This design comes from an exercise in tuning for small area and a short achievable clock period on the open sky130 flow, not from production work.
No functional check of the RTL was part of any run shown here.
No activity file was given, so power comes from the tool's default toggle rates.

<file path="design.v">
module multiplier_logic (
    input  wire        clk,
    input  wire        rst_n,
    input  wire [15:0] a,
    input  wire [15:0] b,
    output reg  [31:0] y
);
  reg r1_a0;
  reg r1_a1;
  reg r1_a2;
  reg r1_a3;
  reg r1_a4;
  reg r1_a5;
  reg r1_a6;
  reg r1_a7;
  reg r1_a8;
  reg r1_a9;
  reg r1_a10;
  reg r1_a11;
  reg r1_a12;
  reg r1_a13;
  reg r1_a14;
  reg r1_a15;
  reg r1_an0;
  reg r1_an1;
  reg r1_an2;
  reg r1_an3;
  reg r1_an4;
  reg r1_an5;
  reg r1_an6;
  reg r1_an7;
  reg r1_an8;
  reg r1_an9;
  reg r1_an10;
  reg r1_an11;
  reg r1_an12;
  reg r1_an13;
  reg r1_an14;
  reg r1_an15;
  reg r1_b15;
  reg r1_one1;
  reg r1_two2;
  reg r1_neg3;
  reg r1_one4;
  reg r1_two5;
  reg r1_neg6;
  reg r1_one7;
  reg r1_two8;
  reg r1_neg9;
  reg r1_one10;
  reg r1_two11;
  reg r1_neg12;
  reg r1_one13;
  reg r1_two14;
  reg r1_neg15;
  reg r1_one16;
  reg r1_two17;
  reg r1_neg18;
  reg r1_one19;
  reg r1_two20;
  reg r1_neg21;
  reg r1_one22;
  reg r1_two23;
  reg r1_neg24;
  reg r2_s193;
  reg r2_s195;
  reg r2_s199;
  reg r2_c200;
  reg r2_s201;
  reg r2_p63;
  reg r2_s203;
  reg r2_c202;
  reg r2_c204;
  reg r2_s205;
  reg r2_s207;
  reg r2_s209;
  reg r2_c210;
  reg r2_s213;
  reg r2_c214;
  reg r2_s219;
  reg r2_c218;
  reg r2_s221;
  reg r2_c220;
  reg r2_s223;
  reg r2_s227;
  reg r2_c224;
  reg r2_s229;
  reg r2_s233;
  reg r2_c230;
  reg r2_s235;
  reg r2_c236;
  reg r2_s241;
  reg r2_s243;
  reg r2_s245;
  reg r2_s247;
  reg r2_c242;
  reg r2_c244;
  reg r2_s249;
  reg r2_s253;
  reg r2_s255;
  reg r2_c250;
  reg r2_s257;
  reg r2_s261;
  reg r2_c258;
  reg r2_s263;
  reg r2_s265;
  reg r2_s269;
  reg r2_s271;
  reg r2_c264;
  reg r2_c266;
  reg r2_s273;
  reg r2_s279;
  reg r2_c274;
  reg r2_s281;
  reg r2_s283;
  reg r2_c282;
  reg r2_c284;
  reg r2_s291;
  reg r2_s293;
  reg r2_s297;
  reg r2_c292;
  reg r2_c294;
  reg r2_s299;
  reg r2_s301;
  reg r2_c300;
  reg r2_c302;
  reg r2_s307;
  reg r2_s309;
  reg r2_s311;
  reg r2_s313;
  reg r2_c308;
  reg r2_c310;
  reg r2_s315;
  reg r2_s317;
  reg r2_s319;
  reg r2_c316;
  reg r2_s321;
  reg r2_s325;
  reg r2_c322;
  reg r2_s327;
  reg r2_s331;
  reg r2_c328;
  reg r2_s333;
  reg r2_c332;
  reg r2_s335;
  reg r2_c334;
  reg r2_s337;
  reg r2_s339;
  reg r2_c338;
  reg r2_s341;
  reg r2_c342;
  reg r2_s345;
  reg r2_c346;
  reg r2_s349;
  reg r2_c348;
  reg r2_s351;
  reg r2_c350;
  reg r2_c352;
  reg r2_s353;
  reg r2_s355;
  reg r3_r2_s193;
  reg r3_r2_s195;
  reg r3_r2_s199;
  reg r3_s357;
  reg r3_s361;
  reg r3_s365;
  reg r3_c366;
  reg r3_s367;
  reg r3_r2_c210;
  reg r3_r2_s213;
  reg r3_c368;
  reg r3_r2_c214;
  reg r3_r2_s219;
  reg r3_r2_s223;
  reg r3_s369;
  reg r3_c370;
  reg r3_s371;
  reg r3_c372;
  reg r3_s373;
  reg r3_c374;
  reg r3_s375;
  reg r3_s377;
  reg r3_s379;
  reg r3_c380;
  reg r3_s383;
  reg r3_c384;
  reg r3_s387;
  reg r3_s393;
  reg r3_c392;
  reg r3_s397;
  reg r3_c394;
  reg r3_c398;
  reg r3_s401;
  reg r3_s407;
  reg r3_c406;
  reg r3_s411;
  reg r3_c408;
  reg r3_s417;
  reg r3_c416;
  reg r3_s421;
  reg r3_c418;
  reg r3_s425;
  reg r3_c424;
  reg r3_s427;
  reg r3_c426;
  reg r3_s431;
  reg r3_s435;
  reg r3_s437;
  reg r3_c436;
  reg r3_s439;
  reg r3_s441;
  reg r3_c440;
  reg r3_s443;
  reg r3_r2_s355;
  reg r3_c444;
  wire one1 = b[0] ^ 1'b0;
  wire two2 = (b[1] & ~b[0] & ~1'b0) | (~b[1] & b[0] & 1'b0);
  wire neg3 = b[1];
  wire one4 = b[2] ^ b[1];
  wire two5 = (b[3] & ~b[2] & ~b[1]) | (~b[3] & b[2] & b[1]);
  wire neg6 = b[3];
  wire one7 = b[4] ^ b[3];
  wire two8 = (b[5] & ~b[4] & ~b[3]) | (~b[5] & b[4] & b[3]);
  wire neg9 = b[5];
  wire one10 = b[6] ^ b[5];
  wire two11 = (b[7] & ~b[6] & ~b[5]) | (~b[7] & b[6] & b[5]);
  wire neg12 = b[7];
  wire one13 = b[8] ^ b[7];
  wire two14 = (b[9] & ~b[8] & ~b[7]) | (~b[9] & b[8] & b[7]);
  wire neg15 = b[9];
  wire one16 = b[10] ^ b[9];
  wire two17 = (b[11] & ~b[10] & ~b[9]) | (~b[11] & b[10] & b[9]);
  wire neg18 = b[11];
  wire one19 = b[12] ^ b[11];
  wire two20 = (b[13] & ~b[12] & ~b[11]) | (~b[13] & b[12] & b[11]);
  wire neg21 = b[13];
  wire one22 = b[14] ^ b[13];
  wire two23 = (b[15] & ~b[14] & ~b[13]) | (~b[15] & b[14] & b[13]);
  wire neg24 = b[15];
  wire p25 = ((r1_one1 & r1_a0) | (r1_two2 & 1'b0)) ^ r1_neg3;
  wire p26 = ((r1_one1 & r1_a1) | (r1_two2 & r1_a0)) ^ r1_neg3;
  wire p27 = ((r1_one1 & r1_a2) | (r1_two2 & r1_a1)) ^ r1_neg3;
  wire p28 = ((r1_one1 & r1_a3) | (r1_two2 & r1_a2)) ^ r1_neg3;
  wire p29 = ((r1_one1 & r1_a4) | (r1_two2 & r1_a3)) ^ r1_neg3;
  wire p30 = ((r1_one1 & r1_a5) | (r1_two2 & r1_a4)) ^ r1_neg3;
  wire p31 = ((r1_one1 & r1_a6) | (r1_two2 & r1_a5)) ^ r1_neg3;
  wire p32 = ((r1_one1 & r1_a7) | (r1_two2 & r1_a6)) ^ r1_neg3;
  wire p33 = ((r1_one1 & r1_a8) | (r1_two2 & r1_a7)) ^ r1_neg3;
  wire p34 = ((r1_one1 & r1_a9) | (r1_two2 & r1_a8)) ^ r1_neg3;
  wire p35 = ((r1_one1 & r1_a10) | (r1_two2 & r1_a9)) ^ r1_neg3;
  wire p36 = ((r1_one1 & r1_a11) | (r1_two2 & r1_a10)) ^ r1_neg3;
  wire p37 = ((r1_one1 & r1_a12) | (r1_two2 & r1_a11)) ^ r1_neg3;
  wire p38 = ((r1_one1 & r1_a13) | (r1_two2 & r1_a12)) ^ r1_neg3;
  wire p39 = ((r1_one1 & r1_a14) | (r1_two2 & r1_a13)) ^ r1_neg3;
  wire p40 = ((r1_one1 & r1_a15) | (r1_two2 & r1_a14)) ^ r1_neg3;
  wire p41 = ((r1_one1 & 1'b0) | (r1_two2 & r1_a15)) ^ r1_neg3;
  wire ns42 = ~r1_neg3;
  wire ng43 = r1_neg3;
  wire p44 = ((r1_one4 & r1_a0) | (r1_two5 & 1'b0)) ^ r1_neg6;
  wire p45 = ((r1_one4 & r1_a1) | (r1_two5 & r1_a0)) ^ r1_neg6;
  wire p46 = ((r1_one4 & r1_a2) | (r1_two5 & r1_a1)) ^ r1_neg6;
  wire p47 = ((r1_one4 & r1_a3) | (r1_two5 & r1_a2)) ^ r1_neg6;
  wire p48 = ((r1_one4 & r1_a4) | (r1_two5 & r1_a3)) ^ r1_neg6;
  wire p49 = ((r1_one4 & r1_a5) | (r1_two5 & r1_a4)) ^ r1_neg6;
  wire p50 = ((r1_one4 & r1_a6) | (r1_two5 & r1_a5)) ^ r1_neg6;
  wire p51 = ((r1_one4 & r1_a7) | (r1_two5 & r1_a6)) ^ r1_neg6;
  wire p52 = ((r1_one4 & r1_a8) | (r1_two5 & r1_a7)) ^ r1_neg6;
  wire p53 = ((r1_one4 & r1_a9) | (r1_two5 & r1_a8)) ^ r1_neg6;
  wire p54 = ((r1_one4 & r1_a10) | (r1_two5 & r1_a9)) ^ r1_neg6;
  wire p55 = ((r1_one4 & r1_a11) | (r1_two5 & r1_a10)) ^ r1_neg6;
  wire p56 = ((r1_one4 & r1_a12) | (r1_two5 & r1_a11)) ^ r1_neg6;
  wire p57 = ((r1_one4 & r1_a13) | (r1_two5 & r1_a12)) ^ r1_neg6;
  wire p58 = ((r1_one4 & r1_a14) | (r1_two5 & r1_a13)) ^ r1_neg6;
  wire p59 = ((r1_one4 & r1_a15) | (r1_two5 & r1_a14)) ^ r1_neg6;
  wire p60 = ((r1_one4 & 1'b0) | (r1_two5 & r1_a15)) ^ r1_neg6;
  wire ns61 = ~r1_neg6;
  wire ng62 = r1_neg6;
  wire p63 = ((r1_one7 & r1_a0) | (r1_two8 & 1'b0)) ^ r1_neg9;
  wire p64 = ((r1_one7 & r1_a1) | (r1_two8 & r1_a0)) ^ r1_neg9;
  wire p65 = ((r1_one7 & r1_a2) | (r1_two8 & r1_a1)) ^ r1_neg9;
  wire p66 = ((r1_one7 & r1_a3) | (r1_two8 & r1_a2)) ^ r1_neg9;
  wire p67 = ((r1_one7 & r1_a4) | (r1_two8 & r1_a3)) ^ r1_neg9;
  wire p68 = ((r1_one7 & r1_a5) | (r1_two8 & r1_a4)) ^ r1_neg9;
  wire p69 = ((r1_one7 & r1_a6) | (r1_two8 & r1_a5)) ^ r1_neg9;
  wire p70 = ((r1_one7 & r1_a7) | (r1_two8 & r1_a6)) ^ r1_neg9;
  wire p71 = ((r1_one7 & r1_a8) | (r1_two8 & r1_a7)) ^ r1_neg9;
  wire p72 = ((r1_one7 & r1_a9) | (r1_two8 & r1_a8)) ^ r1_neg9;
  wire p73 = ((r1_one7 & r1_a10) | (r1_two8 & r1_a9)) ^ r1_neg9;
  wire p74 = ((r1_one7 & r1_a11) | (r1_two8 & r1_a10)) ^ r1_neg9;
  wire p75 = ((r1_one7 & r1_a12) | (r1_two8 & r1_a11)) ^ r1_neg9;
  wire p76 = ((r1_one7 & r1_a13) | (r1_two8 & r1_a12)) ^ r1_neg9;
  wire p77 = ((r1_one7 & r1_a14) | (r1_two8 & r1_a13)) ^ r1_neg9;
  wire p78 = ((r1_one7 & r1_a15) | (r1_two8 & r1_a14)) ^ r1_neg9;
  wire p79 = ((r1_one7 & 1'b0) | (r1_two8 & r1_a15)) ^ r1_neg9;
  wire ns80 = ~r1_neg9;
  wire ng81 = r1_neg9;
  wire p82 = ((r1_one10 & r1_a0) | (r1_two11 & 1'b0)) ^ r1_neg12;
  wire p83 = ((r1_one10 & r1_a1) | (r1_two11 & r1_a0)) ^ r1_neg12;
  wire p84 = ((r1_one10 & r1_a2) | (r1_two11 & r1_a1)) ^ r1_neg12;
  wire p85 = ((r1_one10 & r1_a3) | (r1_two11 & r1_a2)) ^ r1_neg12;
  wire p86 = ((r1_one10 & r1_a4) | (r1_two11 & r1_a3)) ^ r1_neg12;
  wire p87 = ((r1_one10 & r1_a5) | (r1_two11 & r1_a4)) ^ r1_neg12;
  wire p88 = ((r1_one10 & r1_a6) | (r1_two11 & r1_a5)) ^ r1_neg12;
  wire p89 = ((r1_one10 & r1_a7) | (r1_two11 & r1_a6)) ^ r1_neg12;
  wire p90 = ((r1_one10 & r1_a8) | (r1_two11 & r1_a7)) ^ r1_neg12;
  wire p91 = ((r1_one10 & r1_a9) | (r1_two11 & r1_a8)) ^ r1_neg12;
  wire p92 = ((r1_one10 & r1_a10) | (r1_two11 & r1_a9)) ^ r1_neg12;
  wire p93 = ((r1_one10 & r1_a11) | (r1_two11 & r1_a10)) ^ r1_neg12;
  wire p94 = ((r1_one10 & r1_a12) | (r1_two11 & r1_a11)) ^ r1_neg12;
  wire p95 = ((r1_one10 & r1_a13) | (r1_two11 & r1_a12)) ^ r1_neg12;
  wire p96 = ((r1_one10 & r1_a14) | (r1_two11 & r1_a13)) ^ r1_neg12;
  wire p97 = ((r1_one10 & r1_a15) | (r1_two11 & r1_a14)) ^ r1_neg12;
  wire p98 = ((r1_one10 & 1'b0) | (r1_two11 & r1_a15)) ^ r1_neg12;
  wire ns99 = ~r1_neg12;
  wire ng100 = r1_neg12;
  wire p101 = ((r1_one13 & ~r1_an0) | (r1_two14 & 1'b0)) ^ r1_neg15;
  wire p102 = ((r1_one13 & ~r1_an1) | (r1_two14 & ~r1_an0)) ^ r1_neg15;
  wire p103 = ((r1_one13 & ~r1_an2) | (r1_two14 & ~r1_an1)) ^ r1_neg15;
  wire p104 = ((r1_one13 & ~r1_an3) | (r1_two14 & ~r1_an2)) ^ r1_neg15;
  wire p105 = ((r1_one13 & ~r1_an4) | (r1_two14 & ~r1_an3)) ^ r1_neg15;
  wire p106 = ((r1_one13 & ~r1_an5) | (r1_two14 & ~r1_an4)) ^ r1_neg15;
  wire p107 = ((r1_one13 & ~r1_an6) | (r1_two14 & ~r1_an5)) ^ r1_neg15;
  wire p108 = ((r1_one13 & ~r1_an7) | (r1_two14 & ~r1_an6)) ^ r1_neg15;
  wire p109 = ((r1_one13 & ~r1_an8) | (r1_two14 & ~r1_an7)) ^ r1_neg15;
  wire p110 = ((r1_one13 & ~r1_an9) | (r1_two14 & ~r1_an8)) ^ r1_neg15;
  wire p111 = ((r1_one13 & ~r1_an10) | (r1_two14 & ~r1_an9)) ^ r1_neg15;
  wire p112 = ((r1_one13 & ~r1_an11) | (r1_two14 & ~r1_an10)) ^ r1_neg15;
  wire p113 = ((r1_one13 & ~r1_an12) | (r1_two14 & ~r1_an11)) ^ r1_neg15;
  wire p114 = ((r1_one13 & ~r1_an13) | (r1_two14 & ~r1_an12)) ^ r1_neg15;
  wire p115 = ((r1_one13 & ~r1_an14) | (r1_two14 & ~r1_an13)) ^ r1_neg15;
  wire p116 = ((r1_one13 & ~r1_an15) | (r1_two14 & ~r1_an14)) ^ r1_neg15;
  wire p117 = ((r1_one13 & 1'b0) | (r1_two14 & ~r1_an15)) ^ r1_neg15;
  wire ns118 = ~r1_neg15;
  wire ng119 = r1_neg15;
  wire p120 = ((r1_one16 & ~r1_an0) | (r1_two17 & 1'b0)) ^ r1_neg18;
  wire p121 = ((r1_one16 & ~r1_an1) | (r1_two17 & ~r1_an0)) ^ r1_neg18;
  wire p122 = ((r1_one16 & ~r1_an2) | (r1_two17 & ~r1_an1)) ^ r1_neg18;
  wire p123 = ((r1_one16 & ~r1_an3) | (r1_two17 & ~r1_an2)) ^ r1_neg18;
  wire p124 = ((r1_one16 & ~r1_an4) | (r1_two17 & ~r1_an3)) ^ r1_neg18;
  wire p125 = ((r1_one16 & ~r1_an5) | (r1_two17 & ~r1_an4)) ^ r1_neg18;
  wire p126 = ((r1_one16 & ~r1_an6) | (r1_two17 & ~r1_an5)) ^ r1_neg18;
  wire p127 = ((r1_one16 & ~r1_an7) | (r1_two17 & ~r1_an6)) ^ r1_neg18;
  wire p128 = ((r1_one16 & ~r1_an8) | (r1_two17 & ~r1_an7)) ^ r1_neg18;
  wire p129 = ((r1_one16 & ~r1_an9) | (r1_two17 & ~r1_an8)) ^ r1_neg18;
  wire p130 = ((r1_one16 & ~r1_an10) | (r1_two17 & ~r1_an9)) ^ r1_neg18;
  wire p131 = ((r1_one16 & ~r1_an11) | (r1_two17 & ~r1_an10)) ^ r1_neg18;
  wire p132 = ((r1_one16 & ~r1_an12) | (r1_two17 & ~r1_an11)) ^ r1_neg18;
  wire p133 = ((r1_one16 & ~r1_an13) | (r1_two17 & ~r1_an12)) ^ r1_neg18;
  wire p134 = ((r1_one16 & ~r1_an14) | (r1_two17 & ~r1_an13)) ^ r1_neg18;
  wire p135 = ((r1_one16 & ~r1_an15) | (r1_two17 & ~r1_an14)) ^ r1_neg18;
  wire p136 = ((r1_one16 & 1'b0) | (r1_two17 & ~r1_an15)) ^ r1_neg18;
  wire ns137 = ~r1_neg18;
  wire ng138 = r1_neg18;
  wire p139 = ((r1_one19 & ~r1_an0) | (r1_two20 & 1'b0)) ^ r1_neg21;
  wire p140 = ((r1_one19 & ~r1_an1) | (r1_two20 & ~r1_an0)) ^ r1_neg21;
  wire p141 = ((r1_one19 & ~r1_an2) | (r1_two20 & ~r1_an1)) ^ r1_neg21;
  wire p142 = ((r1_one19 & ~r1_an3) | (r1_two20 & ~r1_an2)) ^ r1_neg21;
  wire p143 = ((r1_one19 & ~r1_an4) | (r1_two20 & ~r1_an3)) ^ r1_neg21;
  wire p144 = ((r1_one19 & ~r1_an5) | (r1_two20 & ~r1_an4)) ^ r1_neg21;
  wire p145 = ((r1_one19 & ~r1_an6) | (r1_two20 & ~r1_an5)) ^ r1_neg21;
  wire p146 = ((r1_one19 & ~r1_an7) | (r1_two20 & ~r1_an6)) ^ r1_neg21;
  wire p147 = ((r1_one19 & ~r1_an8) | (r1_two20 & ~r1_an7)) ^ r1_neg21;
  wire p148 = ((r1_one19 & ~r1_an9) | (r1_two20 & ~r1_an8)) ^ r1_neg21;
  wire p149 = ((r1_one19 & ~r1_an10) | (r1_two20 & ~r1_an9)) ^ r1_neg21;
  wire p150 = ((r1_one19 & ~r1_an11) | (r1_two20 & ~r1_an10)) ^ r1_neg21;
  wire p151 = ((r1_one19 & ~r1_an12) | (r1_two20 & ~r1_an11)) ^ r1_neg21;
  wire p152 = ((r1_one19 & ~r1_an13) | (r1_two20 & ~r1_an12)) ^ r1_neg21;
  wire p153 = ((r1_one19 & ~r1_an14) | (r1_two20 & ~r1_an13)) ^ r1_neg21;
  wire p154 = ((r1_one19 & ~r1_an15) | (r1_two20 & ~r1_an14)) ^ r1_neg21;
  wire p155 = ((r1_one19 & 1'b0) | (r1_two20 & ~r1_an15)) ^ r1_neg21;
  wire ns156 = ~r1_neg21;
  wire ng157 = r1_neg21;
  wire p158 = ((r1_one22 & ~r1_an0) | (r1_two23 & 1'b0)) ^ r1_neg24;
  wire p159 = ((r1_one22 & ~r1_an1) | (r1_two23 & ~r1_an0)) ^ r1_neg24;
  wire p160 = ((r1_one22 & ~r1_an2) | (r1_two23 & ~r1_an1)) ^ r1_neg24;
  wire p161 = ((r1_one22 & ~r1_an3) | (r1_two23 & ~r1_an2)) ^ r1_neg24;
  wire p162 = ((r1_one22 & ~r1_an4) | (r1_two23 & ~r1_an3)) ^ r1_neg24;
  wire p163 = ((r1_one22 & ~r1_an5) | (r1_two23 & ~r1_an4)) ^ r1_neg24;
  wire p164 = ((r1_one22 & ~r1_an6) | (r1_two23 & ~r1_an5)) ^ r1_neg24;
  wire p165 = ((r1_one22 & ~r1_an7) | (r1_two23 & ~r1_an6)) ^ r1_neg24;
  wire p166 = ((r1_one22 & ~r1_an8) | (r1_two23 & ~r1_an7)) ^ r1_neg24;
  wire p167 = ((r1_one22 & ~r1_an9) | (r1_two23 & ~r1_an8)) ^ r1_neg24;
  wire p168 = ((r1_one22 & ~r1_an10) | (r1_two23 & ~r1_an9)) ^ r1_neg24;
  wire p169 = ((r1_one22 & ~r1_an11) | (r1_two23 & ~r1_an10)) ^ r1_neg24;
  wire p170 = ((r1_one22 & ~r1_an12) | (r1_two23 & ~r1_an11)) ^ r1_neg24;
  wire p171 = ((r1_one22 & ~r1_an13) | (r1_two23 & ~r1_an12)) ^ r1_neg24;
  wire p172 = ((r1_one22 & ~r1_an14) | (r1_two23 & ~r1_an13)) ^ r1_neg24;
  wire p173 = ((r1_one22 & ~r1_an15) | (r1_two23 & ~r1_an14)) ^ r1_neg24;
  wire p174 = ((r1_one22 & 1'b0) | (r1_two23 & ~r1_an15)) ^ r1_neg24;
  wire ns175 = ~r1_neg24;
  wire ng176 = r1_neg24;
  wire p177 = r1_a0 & r1_b15;
  wire p178 = r1_a1 & r1_b15;
  wire p179 = r1_a2 & r1_b15;
  wire p180 = r1_a3 & r1_b15;
  wire p181 = r1_a4 & r1_b15;
  wire p182 = r1_a5 & r1_b15;
  wire p183 = r1_a6 & r1_b15;
  wire p184 = r1_a7 & r1_b15;
  wire p185 = r1_a8 & r1_b15;
  wire p186 = r1_a9 & r1_b15;
  wire p187 = r1_a10 & r1_b15;
  wire p188 = r1_a11 & r1_b15;
  wire p189 = r1_a12 & r1_b15;
  wire p190 = r1_a13 & r1_b15;
  wire p191 = r1_a14 & r1_b15;
  wire p192 = r1_a15 & r1_b15;
  wire s193 = ng43 ^ p25;
  wire c194 = ng43 & p25;
  wire s195 = p26 ^ c194;
  wire c196 = p26 & c194;
  wire s197, c198;
  mult_fa u_s197 (.x(p44), .y(ng62), .z(p27), .s(s197), .c(c198));
  wire s199 = c196 ^ s197;
  wire c200 = c196 & s197;
  wire s201, c202;
  mult_fa u_s201 (.x(c198), .y(p28), .z(p45), .s(s201), .c(c202));
  wire s203, c204;
  mult_fa u_s203 (.x(p46), .y(ng81), .z(p29), .s(s203), .c(c204));
  wire s205, c206;
  mult_fa u_s205 (.x(p64), .y(p30), .z(p47), .s(s205), .c(c206));
  wire s207, c208;
  mult_fa u_s207 (.x(p48), .y(ng100), .z(p31), .s(s207), .c(c208));
  wire s209, c210;
  mult_fa u_s209 (.x(c206), .y(p65), .z(p82), .s(s209), .c(c210));
  wire s211, c212;
  mult_fa u_s211 (.x(p66), .y(p32), .z(p49), .s(s211), .c(c212));
  wire s213, c214;
  mult_fa u_s213 (.x(s211), .y(p83), .z(c208), .s(s213), .c(c214));
  wire s215, c216;
  mult_fa u_s215 (.x(p33), .y(ng119), .z(p101), .s(s215), .c(c216));
  wire s217, c218;
  mult_fa u_s217 (.x(p84), .y(p50), .z(p67), .s(s217), .c(c218));
  wire s219, c220;
  mult_fa u_s219 (.x(s217), .y(c212), .z(s215), .s(s219), .c(c220));
  wire s221, c222;
  mult_fa u_s221 (.x(p51), .y(p102), .z(p34), .s(s221), .c(c222));
  wire s223, c224;
  mult_fa u_s223 (.x(c216), .y(p68), .z(p85), .s(s223), .c(c224));
  wire s225, c226;
  mult_fa u_s225 (.x(p120), .y(ng138), .z(p103), .s(s225), .c(c226));
  wire s227, c228;
  mult_fa u_s227 (.x(p69), .y(p35), .z(p52), .s(s227), .c(c228));
  wire s229, c230;
  mult_fa u_s229 (.x(s225), .y(p86), .z(c222), .s(s229), .c(c230));
  wire s231, c232;
  mult_fa u_s231 (.x(p36), .y(p104), .z(p121), .s(s231), .c(c232));
  wire s233, c234;
  mult_fa u_s233 (.x(p87), .y(p53), .z(p70), .s(s233), .c(c234));
  wire s235, c236;
  mult_fa u_s235 (.x(s231), .y(c226), .z(c228), .s(s235), .c(c236));
  wire s237, c238;
  mult_fa u_s237 (.x(p122), .y(ng157), .z(p105), .s(s237), .c(c238));
  wire s239, c240;
  mult_fa u_s239 (.x(p54), .y(p139), .z(p37), .s(s239), .c(c240));
  wire s241, c242;
  mult_fa u_s241 (.x(c232), .y(p71), .z(p88), .s(s241), .c(c242));
  wire s243, c244;
  mult_fa u_s243 (.x(s239), .y(c234), .z(s237), .s(s243), .c(c244));
  wire s245, c246;
  mult_fa u_s245 (.x(p140), .y(p106), .z(p123), .s(s245), .c(c246));
  wire s247, c248;
  mult_fa u_s247 (.x(p72), .y(p38), .z(p55), .s(s247), .c(c248));
  wire s249, c250;
  mult_fa u_s249 (.x(c240), .y(p89), .z(c238), .s(s249), .c(c250));
  wire s251, c252;
  mult_fa u_s251 (.x(p124), .y(ng176), .z(p107), .s(s251), .c(c252));
  wire s253, c254;
  mult_fa u_s253 (.x(p39), .y(p141), .z(p158), .s(s253), .c(c254));
  wire s255, c256;
  mult_fa u_s255 (.x(p90), .y(p56), .z(p73), .s(s255), .c(c256));
  wire s257, c258;
  mult_fa u_s257 (.x(s251), .y(c246), .z(c248), .s(s257), .c(c258));
  wire s259, c260;
  mult_fa u_s259 (.x(p142), .y(p108), .z(p125), .s(s259), .c(c260));
  wire s261, c262;
  mult_fa u_s261 (.x(p57), .y(p159), .z(p40), .s(s261), .c(c262));
  wire s263, c264;
  mult_fa u_s263 (.x(c252), .y(p74), .z(p91), .s(s263), .c(c264));
  wire s265, c266;
  mult_fa u_s265 (.x(s259), .y(c254), .z(c256), .s(s265), .c(c266));
  wire s267, c268;
  mult_fa u_s267 (.x(p126), .y(p177), .z(p109), .s(s267), .c(c268));
  wire s269, c270;
  mult_fa u_s269 (.x(p41), .y(p143), .z(p160), .s(s269), .c(c270));
  wire s271, c272;
  mult_fa u_s271 (.x(p92), .y(p58), .z(p75), .s(s271), .c(c272));
  wire s273, c274;
  mult_fa u_s273 (.x(s267), .y(c260), .z(c262), .s(s273), .c(c274));
  wire s275, c276;
  mult_fa u_s275 (.x(p178), .y(1'b1), .z(ns42), .s(s275), .c(c276));
  wire s277, c278;
  mult_fa u_s277 (.x(p144), .y(p110), .z(p127), .s(s277), .c(c278));
  wire s279, c280;
  mult_fa u_s279 (.x(p76), .y(p161), .z(p59), .s(s279), .c(c280));
  wire s281, c282;
  mult_fa u_s281 (.x(c268), .y(p93), .z(s275), .s(s281), .c(c282));
  wire s283, c284;
  mult_fa u_s283 (.x(s277), .y(c270), .z(c272), .s(s283), .c(c284));
  wire s285, c286;
  mult_fa u_s285 (.x(p111), .y(1'b1), .z(p179), .s(s285), .c(c286));
  wire s287, c288;
  mult_fa u_s287 (.x(p162), .y(p128), .z(p145), .s(s287), .c(c288));
  wire s289, c290;
  mult_fa u_s289 (.x(p94), .y(p60), .z(p77), .s(s289), .c(c290));
  wire s291, c292;
  mult_fa u_s291 (.x(c280), .y(c276), .z(c278), .s(s291), .c(c292));
  wire s293, c294;
  mult_fa u_s293 (.x(s289), .y(s285), .z(s287), .s(s293), .c(c294));
  wire s295, c296;
  mult_fa u_s295 (.x(p112), .y(ns61), .z(p180), .s(s295), .c(c296));
  wire s297, c298;
  mult_fa u_s297 (.x(p163), .y(p129), .z(p146), .s(s297), .c(c298));
  wire s299, c300;
  mult_fa u_s299 (.x(c286), .y(p78), .z(p95), .s(s299), .c(c300));
  wire s301, c302;
  mult_fa u_s301 (.x(s295), .y(c288), .z(c290), .s(s301), .c(c302));
  wire s303, c304;
  mult_fa u_s303 (.x(p113), .y(1'b1), .z(p181), .s(s303), .c(c304));
  wire s305, c306;
  mult_fa u_s305 (.x(p164), .y(p130), .z(p147), .s(s305), .c(c306));
  wire s307, c308;
  mult_fa u_s307 (.x(c296), .y(p79), .z(p96), .s(s307), .c(c308));
  wire s309, c310;
  mult_fa u_s309 (.x(s305), .y(c298), .z(s303), .s(s309), .c(c310));
  wire s311, c312;
  mult_fa u_s311 (.x(p114), .y(ns80), .z(p182), .s(s311), .c(c312));
  wire s313, c314;
  mult_fa u_s313 (.x(p165), .y(p131), .z(p148), .s(s313), .c(c314));
  wire s315, c316;
  mult_fa u_s315 (.x(c306), .y(p97), .z(c304), .s(s315), .c(c316));
  wire s317, c318;
  mult_fa u_s317 (.x(p115), .y(1'b1), .z(p183), .s(s317), .c(c318));
  wire s319, c320;
  mult_fa u_s319 (.x(p166), .y(p132), .z(p149), .s(s319), .c(c320));
  wire s321, c322;
  mult_fa u_s321 (.x(c314), .y(p98), .z(c312), .s(s321), .c(c322));
  wire s323, c324;
  mult_fa u_s323 (.x(p116), .y(ns99), .z(p184), .s(s323), .c(c324));
  wire s325, c326;
  mult_fa u_s325 (.x(p167), .y(p133), .z(p150), .s(s325), .c(c326));
  wire s327, c328;
  mult_fa u_s327 (.x(s323), .y(c318), .z(c320), .s(s327), .c(c328));
  wire s329, c330;
  mult_fa u_s329 (.x(p117), .y(1'b1), .z(p185), .s(s329), .c(c330));
  wire s331, c332;
  mult_fa u_s331 (.x(p168), .y(p134), .z(p151), .s(s331), .c(c332));
  wire s333, c334;
  mult_fa u_s333 (.x(s329), .y(c324), .z(c326), .s(s333), .c(c334));
  wire s335, c336;
  mult_fa u_s335 (.x(p135), .y(ns118), .z(p186), .s(s335), .c(c336));
  wire s337, c338;
  mult_fa u_s337 (.x(c330), .y(p152), .z(p169), .s(s337), .c(c338));
  wire s339, c340;
  mult_fa u_s339 (.x(p136), .y(1'b1), .z(p187), .s(s339), .c(c340));
  wire s341, c342;
  mult_fa u_s341 (.x(c336), .y(p153), .z(p170), .s(s341), .c(c342));
  wire s343, c344;
  mult_fa u_s343 (.x(p154), .y(ns137), .z(p188), .s(s343), .c(c344));
  wire s345, c346;
  mult_fa u_s345 (.x(s343), .y(p171), .z(c340), .s(s345), .c(c346));
  wire s347, c348;
  mult_fa u_s347 (.x(p155), .y(1'b1), .z(p189), .s(s347), .c(c348));
  wire s349, c350;
  mult_fa u_s349 (.x(s347), .y(p172), .z(c344), .s(s349), .c(c350));
  wire s351, c352;
  mult_fa u_s351 (.x(p173), .y(ns156), .z(p190), .s(s351), .c(c352));
  wire s353, c354;
  mult_fa u_s353 (.x(p174), .y(1'b1), .z(p191), .s(s353), .c(c354));
  wire s355, c356;
  mult_fa u_s355 (.x(c354), .y(ns175), .z(p192), .s(s355), .c(c356));
  wire s357 = r2_c200 ^ r2_s201;
  wire c358 = r2_c200 & r2_s201;
  wire s359, c360;
  mult_fa u_s359 (.x(r2_s203), .y(r2_c202), .z(r2_p63), .s(s359), .c(c360));
  wire s361 = c358 ^ s359;
  wire c362 = c358 & s359;
  wire s363, c364;
  mult_fa u_s363 (.x(c360), .y(r2_c204), .z(r2_s205), .s(s363), .c(c364));
  wire s365 = c362 ^ s363;
  wire c366 = c362 & s363;
  wire s367, c368;
  mult_fa u_s367 (.x(c364), .y(r2_s207), .z(r2_s209), .s(s367), .c(c368));
  wire s369, c370;
  mult_fa u_s369 (.x(r2_s221), .y(r2_c218), .z(r2_c220), .s(s369), .c(c370));
  wire s371, c372;
  mult_fa u_s371 (.x(r2_s229), .y(r2_c224), .z(r2_s227), .s(s371), .c(c372));
  wire s373, c374;
  mult_fa u_s373 (.x(r2_s235), .y(r2_c230), .z(r2_s233), .s(s373), .c(c374));
  wire s375, c376;
  mult_fa u_s375 (.x(r2_s243), .y(r2_c236), .z(r2_s241), .s(s375), .c(c376));
  wire s377, c378;
  mult_fa u_s377 (.x(r2_s245), .y(r2_c242), .z(r2_c244), .s(s377), .c(c378));
  wire s379, c380;
  mult_fa u_s379 (.x(c376), .y(r2_s247), .z(r2_s249), .s(s379), .c(c380));
  wire s381, c382;
  mult_fa u_s381 (.x(r2_s255), .y(r2_c250), .z(r2_s253), .s(s381), .c(c382));
  wire s383, c384;
  mult_fa u_s383 (.x(s381), .y(r2_s257), .z(c378), .s(s383), .c(c384));
  wire s385, c386;
  mult_fa u_s385 (.x(r2_s263), .y(r2_c258), .z(r2_s261), .s(s385), .c(c386));
  wire s387, c388;
  mult_fa u_s387 (.x(s385), .y(r2_s265), .z(c382), .s(s387), .c(c388));
  wire s389, c390;
  mult_fa u_s389 (.x(r2_s269), .y(r2_c264), .z(r2_c266), .s(s389), .c(c390));
  wire s391, c392;
  mult_fa u_s391 (.x(c386), .y(r2_s271), .z(r2_s273), .s(s391), .c(c392));
  wire s393, c394;
  mult_fa u_s393 (.x(s391), .y(s389), .z(c388), .s(s393), .c(c394));
  wire s395, c396;
  mult_fa u_s395 (.x(r2_s281), .y(r2_c274), .z(r2_s279), .s(s395), .c(c396));
  wire s397, c398;
  mult_fa u_s397 (.x(s395), .y(r2_s283), .z(c390), .s(s397), .c(c398));
  wire s399, c400;
  mult_fa u_s399 (.x(r2_s291), .y(r2_c282), .z(r2_c284), .s(s399), .c(c400));
  wire s401, c402;
  mult_fa u_s401 (.x(s399), .y(r2_s293), .z(c396), .s(s401), .c(c402));
  wire s403, c404;
  mult_fa u_s403 (.x(r2_s297), .y(r2_c292), .z(r2_c294), .s(s403), .c(c404));
  wire s405, c406;
  mult_fa u_s405 (.x(c400), .y(r2_s299), .z(r2_s301), .s(s405), .c(c406));
  wire s407, c408;
  mult_fa u_s407 (.x(s405), .y(s403), .z(c402), .s(s407), .c(c408));
  wire s409, c410;
  mult_fa u_s409 (.x(r2_s307), .y(r2_c300), .z(r2_c302), .s(s409), .c(c410));
  wire s411, c412;
  mult_fa u_s411 (.x(s409), .y(r2_s309), .z(c404), .s(s411), .c(c412));
  wire s413, c414;
  mult_fa u_s413 (.x(r2_s311), .y(r2_c308), .z(r2_c310), .s(s413), .c(c414));
  wire s415, c416;
  mult_fa u_s415 (.x(c410), .y(r2_s313), .z(r2_s315), .s(s415), .c(c416));
  wire s417, c418;
  mult_fa u_s417 (.x(s415), .y(s413), .z(c412), .s(s417), .c(c418));
  wire s419, c420;
  mult_fa u_s419 (.x(r2_s319), .y(r2_c316), .z(r2_s317), .s(s419), .c(c420));
  wire s421, c422;
  mult_fa u_s421 (.x(s419), .y(r2_s321), .z(c414), .s(s421), .c(c422));
  wire s423, c424;
  mult_fa u_s423 (.x(r2_s327), .y(r2_c322), .z(r2_s325), .s(s423), .c(c424));
  wire s425, c426;
  mult_fa u_s425 (.x(c422), .y(c420), .z(s423), .s(s425), .c(c426));
  wire s427, c428;
  mult_fa u_s427 (.x(r2_s333), .y(r2_c328), .z(r2_s331), .s(s427), .c(c428));
  wire s429, c430;
  mult_fa u_s429 (.x(r2_s335), .y(r2_c332), .z(r2_c334), .s(s429), .c(c430));
  wire s431, c432;
  mult_fa u_s431 (.x(s429), .y(r2_s337), .z(c428), .s(s431), .c(c432));
  wire s433, c434;
  mult_fa u_s433 (.x(r2_s341), .y(r2_c338), .z(r2_s339), .s(s433), .c(c434));
  wire s435, c436;
  mult_fa u_s435 (.x(c432), .y(c430), .z(s433), .s(s435), .c(c436));
  wire s437, c438;
  mult_fa u_s437 (.x(c434), .y(r2_c342), .z(r2_s345), .s(s437), .c(c438));
  wire s439, c440;
  mult_fa u_s439 (.x(c438), .y(r2_c346), .z(r2_s349), .s(s439), .c(c440));
  wire s441, c442;
  mult_fa u_s441 (.x(r2_s351), .y(r2_c348), .z(r2_c350), .s(s441), .c(c442));
  wire s443, c444;
  mult_fa u_s443 (.x(c442), .y(r2_c352), .z(r2_s353), .s(s443), .c(c444));
  wire s445 = r3_c368 ^ r3_r2_c210;
  wire c446 = r3_c368 & r3_r2_c210;
  wire s447 = r3_r2_c214 ^ r3_r2_s219;
  wire c448 = r3_r2_c214 & r3_r2_s219;
  wire s449 = r3_r2_s223 ^ r3_s369;
  wire c450 = r3_r2_s223 & r3_s369;
  wire s451 = r3_c370 ^ r3_s371;
  wire c452 = r3_c370 & r3_s371;
  wire s453 = r3_c372 ^ r3_s373;
  wire c454 = r3_c372 & r3_s373;
  wire s455 = r3_c374 ^ r3_s375;
  wire c456 = r3_c374 & r3_s375;
  wire s457 = r3_s377 ^ r3_s379;
  wire c458 = r3_s377 & r3_s379;
  wire s459 = r3_c380 ^ r3_s383;
  wire c460 = r3_c380 & r3_s383;
  wire s461 = r3_c384 ^ r3_s387;
  wire c462 = r3_c384 & r3_s387;
  wire s463 = r3_c392 ^ r3_c394;
  wire c464 = r3_c392 & r3_c394;
  wire s465 = r3_c398 ^ r3_s401;
  wire c466 = r3_c398 & r3_s401;
  wire s467 = r3_c406 ^ r3_c408;
  wire c468 = r3_c406 & r3_c408;
  wire s469 = r3_c416 ^ r3_c418;
  wire c470 = r3_c416 & r3_c418;
  wire s471 = r3_c424 ^ r3_c426;
  wire c472 = r3_c424 & r3_c426;
  wire [31:0] ra = {r3_c444, r3_s443, r3_c440, r3_s439, r3_c436, r3_s435, r3_s431, r3_s427, r3_s425, r3_s421, r3_s417, r3_s411, r3_s407, c464, r3_s397, r3_s393, c460, c458, c456, c454, c452, c450, c448, c446, r3_r2_s213, r3_c366, r3_s365, r3_s361, r3_s357, r3_r2_s199, r3_r2_s195, r3_r2_s193};
  wire [31:0] rb = {r3_r2_s355, 1'b0, r3_s441, 1'b0, r3_s437, 1'b0, c472, s471, c470, s469, c468, s467, c466, s465, s463, c462, s461, s459, s457, s455, s453, s451, s449, s447, s445, r3_s367, 1'b0, 1'b0, 1'b0, 1'b0, 1'b0, 1'b0};
  wire [16:0] plo = ra[15:0] + rb[15:0];
  reg [16:0] r4_plo;
  reg [15:0] r4_ha, r4_hb;
  always @(posedge clk) begin r4_plo <= plo; r4_ha <= ra[31:16]; r4_hb <= rb[31:16]; end
  wire [16:0] phs = {r4_ha, r4_plo[16]} + {r4_hb, r4_plo[16]};
  wire [15:0] phi = phs[16:1];
  wire [31:0] prod = {phi, r4_plo[15:0]};
  always @(posedge clk) begin
    r1_a0 <= a[0];
    r1_a1 <= a[1];
    r1_a2 <= a[2];
    r1_a3 <= a[3];
    r1_a4 <= a[4];
    r1_a5 <= a[5];
    r1_a6 <= a[6];
    r1_a7 <= a[7];
    r1_a8 <= a[8];
    r1_a9 <= a[9];
    r1_a10 <= a[10];
    r1_a11 <= a[11];
    r1_a12 <= a[12];
    r1_a13 <= a[13];
    r1_a14 <= a[14];
    r1_a15 <= a[15];
    r1_an0 <= ~a[0];
    r1_an1 <= ~a[1];
    r1_an2 <= ~a[2];
    r1_an3 <= ~a[3];
    r1_an4 <= ~a[4];
    r1_an5 <= ~a[5];
    r1_an6 <= ~a[6];
    r1_an7 <= ~a[7];
    r1_an8 <= ~a[8];
    r1_an9 <= ~a[9];
    r1_an10 <= ~a[10];
    r1_an11 <= ~a[11];
    r1_an12 <= ~a[12];
    r1_an13 <= ~a[13];
    r1_an14 <= ~a[14];
    r1_an15 <= ~a[15];
    r1_b15 <= b[15];
    r1_one1 <= one1;
    r1_two2 <= two2;
    r1_neg3 <= neg3;
    r1_one4 <= one4;
    r1_two5 <= two5;
    r1_neg6 <= neg6;
    r1_one7 <= one7;
    r1_two8 <= two8;
    r1_neg9 <= neg9;
    r1_one10 <= one10;
    r1_two11 <= two11;
    r1_neg12 <= neg12;
    r1_one13 <= one13;
    r1_two14 <= two14;
    r1_neg15 <= neg15;
    r1_one16 <= one16;
    r1_two17 <= two17;
    r1_neg18 <= neg18;
    r1_one19 <= one19;
    r1_two20 <= two20;
    r1_neg21 <= neg21;
    r1_one22 <= one22;
    r1_two23 <= two23;
    r1_neg24 <= neg24;
    r2_s193 <= s193;
    r2_s195 <= s195;
    r2_s199 <= s199;
    r2_c200 <= c200;
    r2_s201 <= s201;
    r2_p63 <= p63;
    r2_s203 <= s203;
    r2_c202 <= c202;
    r2_c204 <= c204;
    r2_s205 <= s205;
    r2_s207 <= s207;
    r2_s209 <= s209;
    r2_c210 <= c210;
    r2_s213 <= s213;
    r2_c214 <= c214;
    r2_s219 <= s219;
    r2_c218 <= c218;
    r2_s221 <= s221;
    r2_c220 <= c220;
    r2_s223 <= s223;
    r2_s227 <= s227;
    r2_c224 <= c224;
    r2_s229 <= s229;
    r2_s233 <= s233;
    r2_c230 <= c230;
    r2_s235 <= s235;
    r2_c236 <= c236;
    r2_s241 <= s241;
    r2_s243 <= s243;
    r2_s245 <= s245;
    r2_s247 <= s247;
    r2_c242 <= c242;
    r2_c244 <= c244;
    r2_s249 <= s249;
    r2_s253 <= s253;
    r2_s255 <= s255;
    r2_c250 <= c250;
    r2_s257 <= s257;
    r2_s261 <= s261;
    r2_c258 <= c258;
    r2_s263 <= s263;
    r2_s265 <= s265;
    r2_s269 <= s269;
    r2_s271 <= s271;
    r2_c264 <= c264;
    r2_c266 <= c266;
    r2_s273 <= s273;
    r2_s279 <= s279;
    r2_c274 <= c274;
    r2_s281 <= s281;
    r2_s283 <= s283;
    r2_c282 <= c282;
    r2_c284 <= c284;
    r2_s291 <= s291;
    r2_s293 <= s293;
    r2_s297 <= s297;
    r2_c292 <= c292;
    r2_c294 <= c294;
    r2_s299 <= s299;
    r2_s301 <= s301;
    r2_c300 <= c300;
    r2_c302 <= c302;
    r2_s307 <= s307;
    r2_s309 <= s309;
    r2_s311 <= s311;
    r2_s313 <= s313;
    r2_c308 <= c308;
    r2_c310 <= c310;
    r2_s315 <= s315;
    r2_s317 <= s317;
    r2_s319 <= s319;
    r2_c316 <= c316;
    r2_s321 <= s321;
    r2_s325 <= s325;
    r2_c322 <= c322;
    r2_s327 <= s327;
    r2_s331 <= s331;
    r2_c328 <= c328;
    r2_s333 <= s333;
    r2_c332 <= c332;
    r2_s335 <= s335;
    r2_c334 <= c334;
    r2_s337 <= s337;
    r2_s339 <= s339;
    r2_c338 <= c338;
    r2_s341 <= s341;
    r2_c342 <= c342;
    r2_s345 <= s345;
    r2_c346 <= c346;
    r2_s349 <= s349;
    r2_c348 <= c348;
    r2_s351 <= s351;
    r2_c350 <= c350;
    r2_c352 <= c352;
    r2_s353 <= s353;
    r2_s355 <= s355;
    r3_r2_s193 <= r2_s193;
    r3_r2_s195 <= r2_s195;
    r3_r2_s199 <= r2_s199;
    r3_s357 <= s357;
    r3_s361 <= s361;
    r3_s365 <= s365;
    r3_c366 <= c366;
    r3_s367 <= s367;
    r3_r2_c210 <= r2_c210;
    r3_r2_s213 <= r2_s213;
    r3_c368 <= c368;
    r3_r2_c214 <= r2_c214;
    r3_r2_s219 <= r2_s219;
    r3_r2_s223 <= r2_s223;
    r3_s369 <= s369;
    r3_c370 <= c370;
    r3_s371 <= s371;
    r3_c372 <= c372;
    r3_s373 <= s373;
    r3_c374 <= c374;
    r3_s375 <= s375;
    r3_s377 <= s377;
    r3_s379 <= s379;
    r3_c380 <= c380;
    r3_s383 <= s383;
    r3_c384 <= c384;
    r3_s387 <= s387;
    r3_s393 <= s393;
    r3_c392 <= c392;
    r3_s397 <= s397;
    r3_c394 <= c394;
    r3_c398 <= c398;
    r3_s401 <= s401;
    r3_s407 <= s407;
    r3_c406 <= c406;
    r3_s411 <= s411;
    r3_c408 <= c408;
    r3_s417 <= s417;
    r3_c416 <= c416;
    r3_s421 <= s421;
    r3_c418 <= c418;
    r3_s425 <= s425;
    r3_c424 <= c424;
    r3_s427 <= s427;
    r3_c426 <= c426;
    r3_s431 <= s431;
    r3_s435 <= s435;
    r3_s437 <= s437;
    r3_c436 <= c436;
    r3_s439 <= s439;
    r3_s441 <= s441;
    r3_c440 <= c440;
    r3_s443 <= s443;
    r3_r2_s355 <= r2_s355;
    r3_c444 <= c444;
  end
  reg [3:0] v;
  always @(posedge clk) begin
    if (!rst_n) begin
      v <= 4'd0;
      y <= 32'd0;
    end else begin
      v <= {v[2:0], 1'b1};
      y <= v[3] ? prod : 32'd0;
    end
  end
endmodule
module mult_fa (input wire x, input wire y, input wire z, output wire s, output wire c);
  assign s = x ^ y ^ z;
  assign c = (x & y) | (x & z) | (y & z);
endmodule
</file>
<file path="flow/run.sh">
#!/bin/bash
# Layout: the standard flow (standard.sh) with two changes to how it is
# built, none to what is built or measured:
#  - the port buffers that global placement inserts are plain buf_1 cells
#    (repair_timing still resizes any that timing needs);
#  - clock tree synthesis runs with the settings of config.mk
#    (CTS_CLUSTER_SIZE 50, CTS_CLUSTER_DIAMETER 60) but inserts no dummy
#    load cells.
# All tool output goes to standard_flow.log here; ORFS's per-step logs stay
# under orfs/logs/.
set -euo pipefail
export BUFFER_PORTS_ARGS="-buffer_cell sky130_fd_sc_hd__buf_1"
export CTS_ARGS="-sink_clustering_enable -repair_clock_nets -sink_clustering_size 50 -sink_clustering_max_diameter 60 -dont_use_dummy_load"
bash standard.sh > standard_flow.log 2>&1
</file>
<file path="standard.sh">
#!/bin/bash
# synth_recipe.tcl (not shown) runs the flow's synth.tcl, then flattens the netlist and writes it again
# the make line also repeats each setting of config.mk as NAME=value (left out here)
make -C /OpenROAD-flow-scripts/flow DESIGN_CONFIG=/design/flow/config.mk WORK_HOME=/design/flow/orfs CLKGATE_MAP_FILE= SYNTH_SCRIPT=/design/flow/synth_recipe.tcl "${@:-finish}"
</file>
<file path="config.mk">
export PLATFORM = sky130hd
export DESIGN_NAME = multiplier_logic
export DESIGN_NICKNAME = multiplier_logic
export VERILOG_FILES = /design/flow/design.v
export SDC_FILE = /design/flow/constraint.sdc
export NUM_CORES = 4
export LEC_CHECK = 0
export CAP_MARGIN = 20
export CORE_MARGIN = 2
export CORE_UTILIZATION = 40
export CTS_CLUSTER_DIAMETER = 60
export CTS_CLUSTER_SIZE = 50
export SETUP_SLACK_MARGIN = 2.6
export SLEW_MARGIN = 20
export SYNTH_HIERARCHICAL = 1
export SYNTH_MINIMUM_KEEP_SIZE = 0
</file>
<file path="constraint.sdc">
create_clock -name core_clock -period 4.5 [get_ports {clk}]
set_input_delay 0.9000 -clock core_clock [delete_from_list [all_inputs] [get_ports {clk}]]
set_output_delay 0.9000 -clock core_clock [all_outputs]
set_load 0.01 [all_outputs]
</file>
==> flow_summary.json, run 1 <==
{
  "root_buffer": "clkbuf_16",
  "rsz0062_at_grt": "yes",
  "synthToLayoutAreaGrowth_pct": 17.4,
  "drt_iter0_drc": 682,
  "nNetsFinal": 1282,
  "cp_common_cell": "fa_1",
  "gp_congestion": 0.897,
  "ys_types": 46,
  "clock_latency_ns": 0.52,
  "routed_wl_mm": 26.8,
  "cts_hold_buf": 0,
  "hpwlAfterDp_mm": 18.6,
  "hold_start": "r2_s199",
  "worstPathArrival_ns": 2.39,
  "antenna_left": 0,
  "r2r-end": "r2_s265",
  "die_h_um": 180,
  "h-tree-depth": 1,
  "power_mw": 9.07,
  "ff2ff_path_depth": 5,
  "startpoint": "r1_one22",
  "hold_viol": 0,
  "fin_crit_ns": 1.99,
  "hold_class": "reg2reg",
  "grt_pass1_vias": 7408,
  "antennaDiodeCount": 0,
  "path_cells": "clkinvlp_4, nor2_1, xnor2_1, fa_1, fa_1",
  "final_core_util_pct": 47.8,
  "ys_warn_count": 7,
  "setup_viol": 0,
  "slew_headroom_pct": 63.6,
  "r2r_setup_slack_ns": 2.51,
  "ys_seq_area_share_pct": 46.5,
  "via_per_inst": 5.00,
  "path_clk_slew_ns": 0.08,
  "max_cap_violations": 0,
  "cp_slowest_stage_delay_ns": 0.49,
  "cts_tree": "built",
  "numClockSinks": 289,
  "ios": 66,
  "slowest_stage": "fa_1",
  "hold-worst-slack_ns": 0.309,
  "die_w_um": 180,
  "synth_area_um2": 12400,
  "synth-seq-cells": 289,
  "cts_buffers": 21,
  "status": "no timing/DRC/antenna violations",
  "finalCritPeriodShare_pct": 44.3,
  "grt_use_total_pct": 16.0,
  "cp-start-kind": "flop",
  "num_vias": 7388,
  "max_freq_mhz": 502,
  "start_util_pct": 40.7,
  "layout_commonest_cell": "dfxtp_1",
  "final_cell_count_no_fill": 1479,
  "endpoint": "r2_s265",
  "drc": 0,
  "irDropWorstVdd_mv": 0.234,
  "coreArea_um2": 30600,
  "place_inst": 1421,
  "pwr_density_cell_nw_per_um2": 621,
  "end_kind": "flop",
  "fin_setup_tns_ns": 0,
  "grt_pass1_wl_mm": 41.5,
  "r2r-start": "r1_one22",
  "fp.dieArea_um2": 32500,
  "leakagePower_nw": 5.65,
  "synth.avg_cell_area_um2": 12.2,
  "routedWlPerCell_um": 18.1,
  "gr-total-overflow": 0,
  "syn_inst": 1022,
  "drive_above_1_share_pct": 23.1,
  "final_cell_mix": "dfxtp_1 (233), xnor2_1 (128), fa_1 (107)",
  "slew_violations": 0,
  "rows": 64,
  "fin_skew_ns": 0.0500,
  "crit_fanout": 6,
  "worst_pin_slew_ns": 0.545,
  "grt_max_degree": 28,
  "antenna_found_initial": 1,
  "critical_path_class": "reg2reg",
  "port_buffers": 65,
  "dr.pass1.iters": 5,
  "clk_path_buf_depth": 3,
  "required_ns": 4.90
}
==> cells in the mapped netlist, drive strengths merged <==
library cell | count | share of area (%)
nand3 | 5 | 0.20
o21bai | 2 | 0.12
a21bo | 1 | 0.080
o21a | 3 | 0.18
a22oi | 60 | 3.6
buf | 22 | 0.75
a21boi | 2 | 0.12
and2 | 22 | 1.1
mux2i | 1 | 0.080
conb | 1 | 0.030
nand4b | 1 | 0.070
a21o | 9 | 0.54
dfxtp | 289 | 47
xor2 | 14 | 0.99
a21oi | 16 | 0.64
nand4 | 1 | 0.050
nor3b | 2 | 0.16
o22ai | 60 | 3.0
inv | 35 | 1.1
a211o | 1 | 0.14
nor2 | 25 | 0.75
ha | 41 | 4.1
and3 | 18 | 0.91
a211oi | 3 | 0.22
nand2 | 18 | 0.54
nor2b | 4 | 0.20
a2111oi | 1 | 0.080
xnor2 | 144 | 10
fa | 122 | 20
o21ai | 20 | 0.80
a2bb2oi | 1 | 0.070
nand3b | 6 | 0.36
a31o | 1 | 0.070
or3 | 1 | 0.050
nand2b | 10 | 0.50
a31oi | 2 | 0.22
nor3 | 7 | 0.32
clkbuf | 51 | 1.5
==> critical path: cells and delay by family (launching register included) <==
kind | cells | cell delay [ns]
xor gates and xnor gates | 1 | 0.16
buffers and inverters | 1 | 0.20
adders and majority gates | 2 | 0.94
DFF | 1 | 0.39
and+or+nand+nor | 1 | 0.20
==> report_power, final <==
part	switching (mW)	internal [mW]	total (mW)
Clock	0.790	0.823	1.61
Sequential	0.476	3.46	3.94
Combinational	1.75	1.77	3.52
Total	3.01	6.06	9.07
==> registers in the layout (all words and copies together), names as in the netlist, 4 cells and up <==
| signal | count |
|---|---|
| r4_ha | 16 |
| r4_hb | 13 |
| v | 4 |
| r4_plo | 17 |
| y | 32 |
==> Yosys stat by module, one instance, submodules excluded <==
| module | flops+latches | cells | copies in the design | area (um2) |
|---|---|---|---|---|
| multiplier_logic | 289 | 902 | 1 | 10000 |
| mult_fa | 0 | 1 | 120 | 20.0 |
==> per-layer routing <==
metal | up-vias | GRT usage [%] | part of all wire, %
li1 | 3504 | - | -
met1 | 3568 | 24.0 | 48
met2 | 264 | 23.8 | 42
met3 | 52 | 2.57 | 6.6
met4 | 0 | 4.90 | 3.2
met5 | - | 0 | 0
==> worst min path at each step <==
stage,depth (start not counted),endpoint
after floorplan,0,r3_r2_c210
after global placement,0,r4_hb[15]
after detailed placement,0,r4_ha[15]
after CTS,0,r3_r2_s199
after global routing,0,r3_r2_s199
final,0,r3_r2_s199
==> kinds of logic (layout without fill, tap and decap cells) <==
family	Yosys count	count (layout)	synth area share, %
simple gates	120	120	5.23
other cells	1	8	0.0301
compound gates	182	182	9.94
fa+ha+maj	163	163	23.8
flops	289	289	46.5
buf+inv	108	162	3.35
mux	1	1	0.0805
xor+xnor	158	158	11.1
==> metrics by stage <==
stage	worst slack, ns	cell area, um2
finish	2.51	14600
global route	2.45	14600
CTS	2.54	14100
detailed placement	2.16	13000
global placement	2.18	13000
floorplan	2.57	12800
==> final cells by class <==
class                           instances  area (um2)
Tap cell                              396         495
Fill cell                            2768       16000
Timing Repair Buffer                  102         586
Inverter                               35         191
Clock buffer                           21         526
Multi-Input combinational cell        632        6860
Timing Repair inverter                  4        28.8
Sequential cell                       289        5930
==> timing repair <==
| action | in CTS | in global routing |
|---|---|---|
| pin swaps | 21 | 28 |
| buffers inserted | 21 | 12 |
| setup endpoints to repair | 85 | 64 |
| gates cloned | 2 | 2 |
| resized for setup | 127 | 105 |
==> run 2: changes to the inputs <==
--- a/config.mk
+++ b/config.mk
@@ -11,5 +11,5 @@
 export CTS_CLUSTER_DIAMETER = 60
 export CTS_CLUSTER_SIZE = 50
-export SETUP_SLACK_MARGIN = 2.6
+export SETUP_SLACK_MARGIN = 2.55
 export SLEW_MARGIN = 20
 export SYNTH_HIERARCHICAL = 1
==> run 2 against run 1 <==
Cell count fell by 0.14%. Design area rose by 0.88%. Sequential power barely moved. Total power rose by 1.2%. Area after synthesis did not move. Non-clock buffer count fell by 2. Clock skew fell by 0.010 ns. Critical endpoint is now r2_s243. Largest cell class unchanged. Largest power group unchanged.
==> flow_summary.json, run 2 <==
{
  "root_buffer": "clkbuf_16",
  "finalCritPeriodShare_pct": 46.3,
  "path_clk_slew_ns": 0.07,
  "num_vias": 7345,
  "synth-seq-cells": 289,
  "cts_tree": "built",
  "cts_buffers": 23,
  "power_mw": 9.18,
  "largest_register_ffs": 32,
  "ys.flop_type": "dfxtp_1",
  "worstPathArrival_ns": 2.46,
  "nNetsFinal": 1280,
  "slew_headroom_pct": 64.8,
  "die_h_um": 180,
  "hpwlAfterDp_mm": 18.3,
  "yosysTopAreaCell": "dfxtp_1",
  "place_inst": 1420,
  "clk_path_buf_depth": 3,
  "max_freq_mhz": 480,
  "gp_congestion": 0.883,
  "synth.area.top_cells": "dfxtp_1 (47%), fa_1 (20%), xnor2_1 (10%)",
  "max_cap_violations": 0,
  "rsz0062_at_grt": "yes",
  "final_cell_count_no_fill": 1477,
  "antenna_found_initial": 1,
  "leakagePower_nw": 5.59,
  "h-tree-depth": 1,
  "fin_setup_tns_ns": 0,
  "slew_violations": 0,
  "worst_pin_slew_ns": 0.527,
  "grt_pass1_vias": 7545,
  "synth_top_area_share_pct": 46.5,
  "coreArea_um2": 30600,
  "crit_fanout": 8,
  "ys_types": 46,
  "hold-worst-slack_ns": 0.288,
  "fp.dieArea_um2": 32500,
  "grt_max_degree": 24,
  "die_w_um": 180,
  "synth_top_family_by_area": "adder cells",
  "dr.pass1.iters": 6,
  "fin_crit_ns": 2.09,
  "synth.most_common_cell": "dfxtp_1",
  "numClockSinks": 289,
  "hold_class": "reg2reg",
  "drc": 0,
  "fin_skew_ns": 0.0399,
  "rows": 64,
  "required_ns": 4.88,
  "routedWlPerCell_um": 17.6,
  "ys_warn_count": 7,
  "synth_fa_ha_area_share_pct": 23.8,
  "hold_viol": 0,
  "via_per_inst": 4.97,
  "layout_commonest_cell": "dfxtp_1",
  "end_kind": "flop",
  "synthToLayoutAreaGrowth_pct": 18.5,
  "port_buffers": 65,
  "antennaDiodeCount": 0,
  "synth_area_um2": 12400,
  "top_regs": "y: 32 flops, r4_plo: 17 flops, r4_ha: 16 flops",
  "clock_latency_ns": 0.53,
  "synth_mux_area_share_pct": 0.0805,
  "synth_compound_area_share_pct": 9.94,
  "critical_path_class": "reg2reg",
  "syn_inst": 1022,
  "synth_simple_gate_area_share_pct": 5.23,
  "antenna_left": 0,
  "irDropWorstVdd_mv": 0.289,
  "synth_xor_area_share_pct": 11.1,
  "routed_wl_mm": 26.0,
  "netlist_top_cells_count": "dfxtp_1 (289), xnor2_1 (144), fa_1 (122)",
  "ys_seq_area_share_pct": 46.5,
  "ios": 66,
  "top_register": "y",
  "grt_use_total_pct": 15.9,
  "start_util_pct": 40.7,
  "synth_edf_count": 0,
  "status": "no timing/DRC/antenna violations",
  "gr-total-overflow": 0,
  "pwr_density_cell_nw_per_um2": 623,
  "drive_above_1_share_pct": 22.1,
  "synth.avg_cell_area_um2": 12.2,
  "cp-start-kind": "flop",
  "setup_viol": 0,
  "final_cell_mix": "dfxtp_1 (233), xnor2_1 (125), fa_1 (98)",
  "drt_iter0_drc": 472,
  "grt_pass1_wl_mm": 41.5,
  "async_reset_ff_share_pct": 0
}
[run 2: cell counts after synthesis]
No cell type changed its count.
[run 2: metrics by stage]
step                util, %  setup WS (ns)  cell area [um2]
finish                 48.2           2.41            14700
global placement       42.4           2.03            13000
global route           48.2           2.39            14700
floorplan                 -           2.52            12600
CTS                    46.5           2.45            14200
detailed placement     42.4           2.11            13000
[run 2: worst paths after layout]
kind | startpoint | endpoint | slack [ns] | cells after the start
worst max-delay path | r1_one16 | r2_s243 | 2.41 | 6
worst min-delay path | r2_s199 | r3_r2_s199 | 0.29 | 0
worst max register to register | r1_one16 | r2_s243 | 2.41 | 6
worst min register to register | r2_s199 | r3_r2_s199 | 0.29 | 0
[run 2: final cells by class]
type | instances | area, um2
clock buffers | 23 | 576
fillers | 2751 | 15800
inverters | 35 | 174
multi-input cells | 632 | 6970
flip-flops and latches | 289 | 5900
well taps | 396 | 495
repair buffers | 100 | 612
repair inverters | 2 | 15.0
[run 2: what timing repair did]
item | in CTS | in global routing
pin swaps | 48 | 52
endpoints found under the setup margin | 71 | 64
hold buffers | 0 | 0
setup buffers | 22 | 9
gates resized for setup | 128 | 92
gates cloned | 2 | 1
[run 2: cells by family after synthesis]
logic type,after synthesis
flip-flops,289
AO/OA/AOI/OAI,182
adder cells (fa/ha/maj),163
XOR/XNOR,158
AND/OR/NAND/NOR,120
buffers and inverters,108
other,1
multiplexers,1
[run 2: worst max-delay path, cell delays in order, from the launching register on]
cell	delay, ns
dfxtp_2	0.34
clkinvlp_4	0.14
buf_8	0.18
o22ai_4	0.16
xnor2_2	0.10
fa_2	0.59
fa_2	0.44
[run 2: layer usage]
layer  up-vias  part of all wire, %  routed length [um]  GRT usage, %
met1      3536                   47               12200          23.5
li1       3486                    -                   -             -
met5         -                0.031                   8             0
met4         2                  2.7                 704          4.97
met3        42                  7.7                2000          3.62
met2       279                   43               11000          23.1
[run 2: power breakdown]
part	internal (mW)	total [mW]	switching (mW)
Combinational	1.80	3.53	1.73
Sequential	3.47	3.95	0.477
Clock	0.897	1.71	0.808
[run 2: per-module statistics from Yosys, one instance, submodules excluded]
module	flip-flops and latches	copies in the design	cell area, um2
mult_fa	0	120	20.0
multiplier_logic	289	1	10000

-- what the ideal ports hide --
How much do the figures lean on ideal ports? The routed layouts below were timed once more, with nothing changed but the port constraints.
Step 1, drivers: a clkbuf_16 drives clk and a buf_2 each remaining input, both assumed.
Step 2 also shifts input and output timing later by t, the mid clock arrival at the registers, as if the neighbouring blocks saw the same clock.
Slacks: no drivers / after step 1 / after step 2; pairs: no drivers / after step 1.
| run | shift t [ns] | setup WS [ns] | worst register clock-pin slew, ns |
|---|---|---|---|
| run 1 | 0.546 | 2.508 / 2.508 / 2.479 | 0.09 / 0.09 |
| run 2 | 0.552 | 2.415 / 2.415 / 2.415 | 0.08 / 0.08 |
After both steps setup and hold are still met in every run listed. For run 1, which loses most, drivers alone change the setup slack by 0.000 ns; drivers and shift together by -0.029 ns.
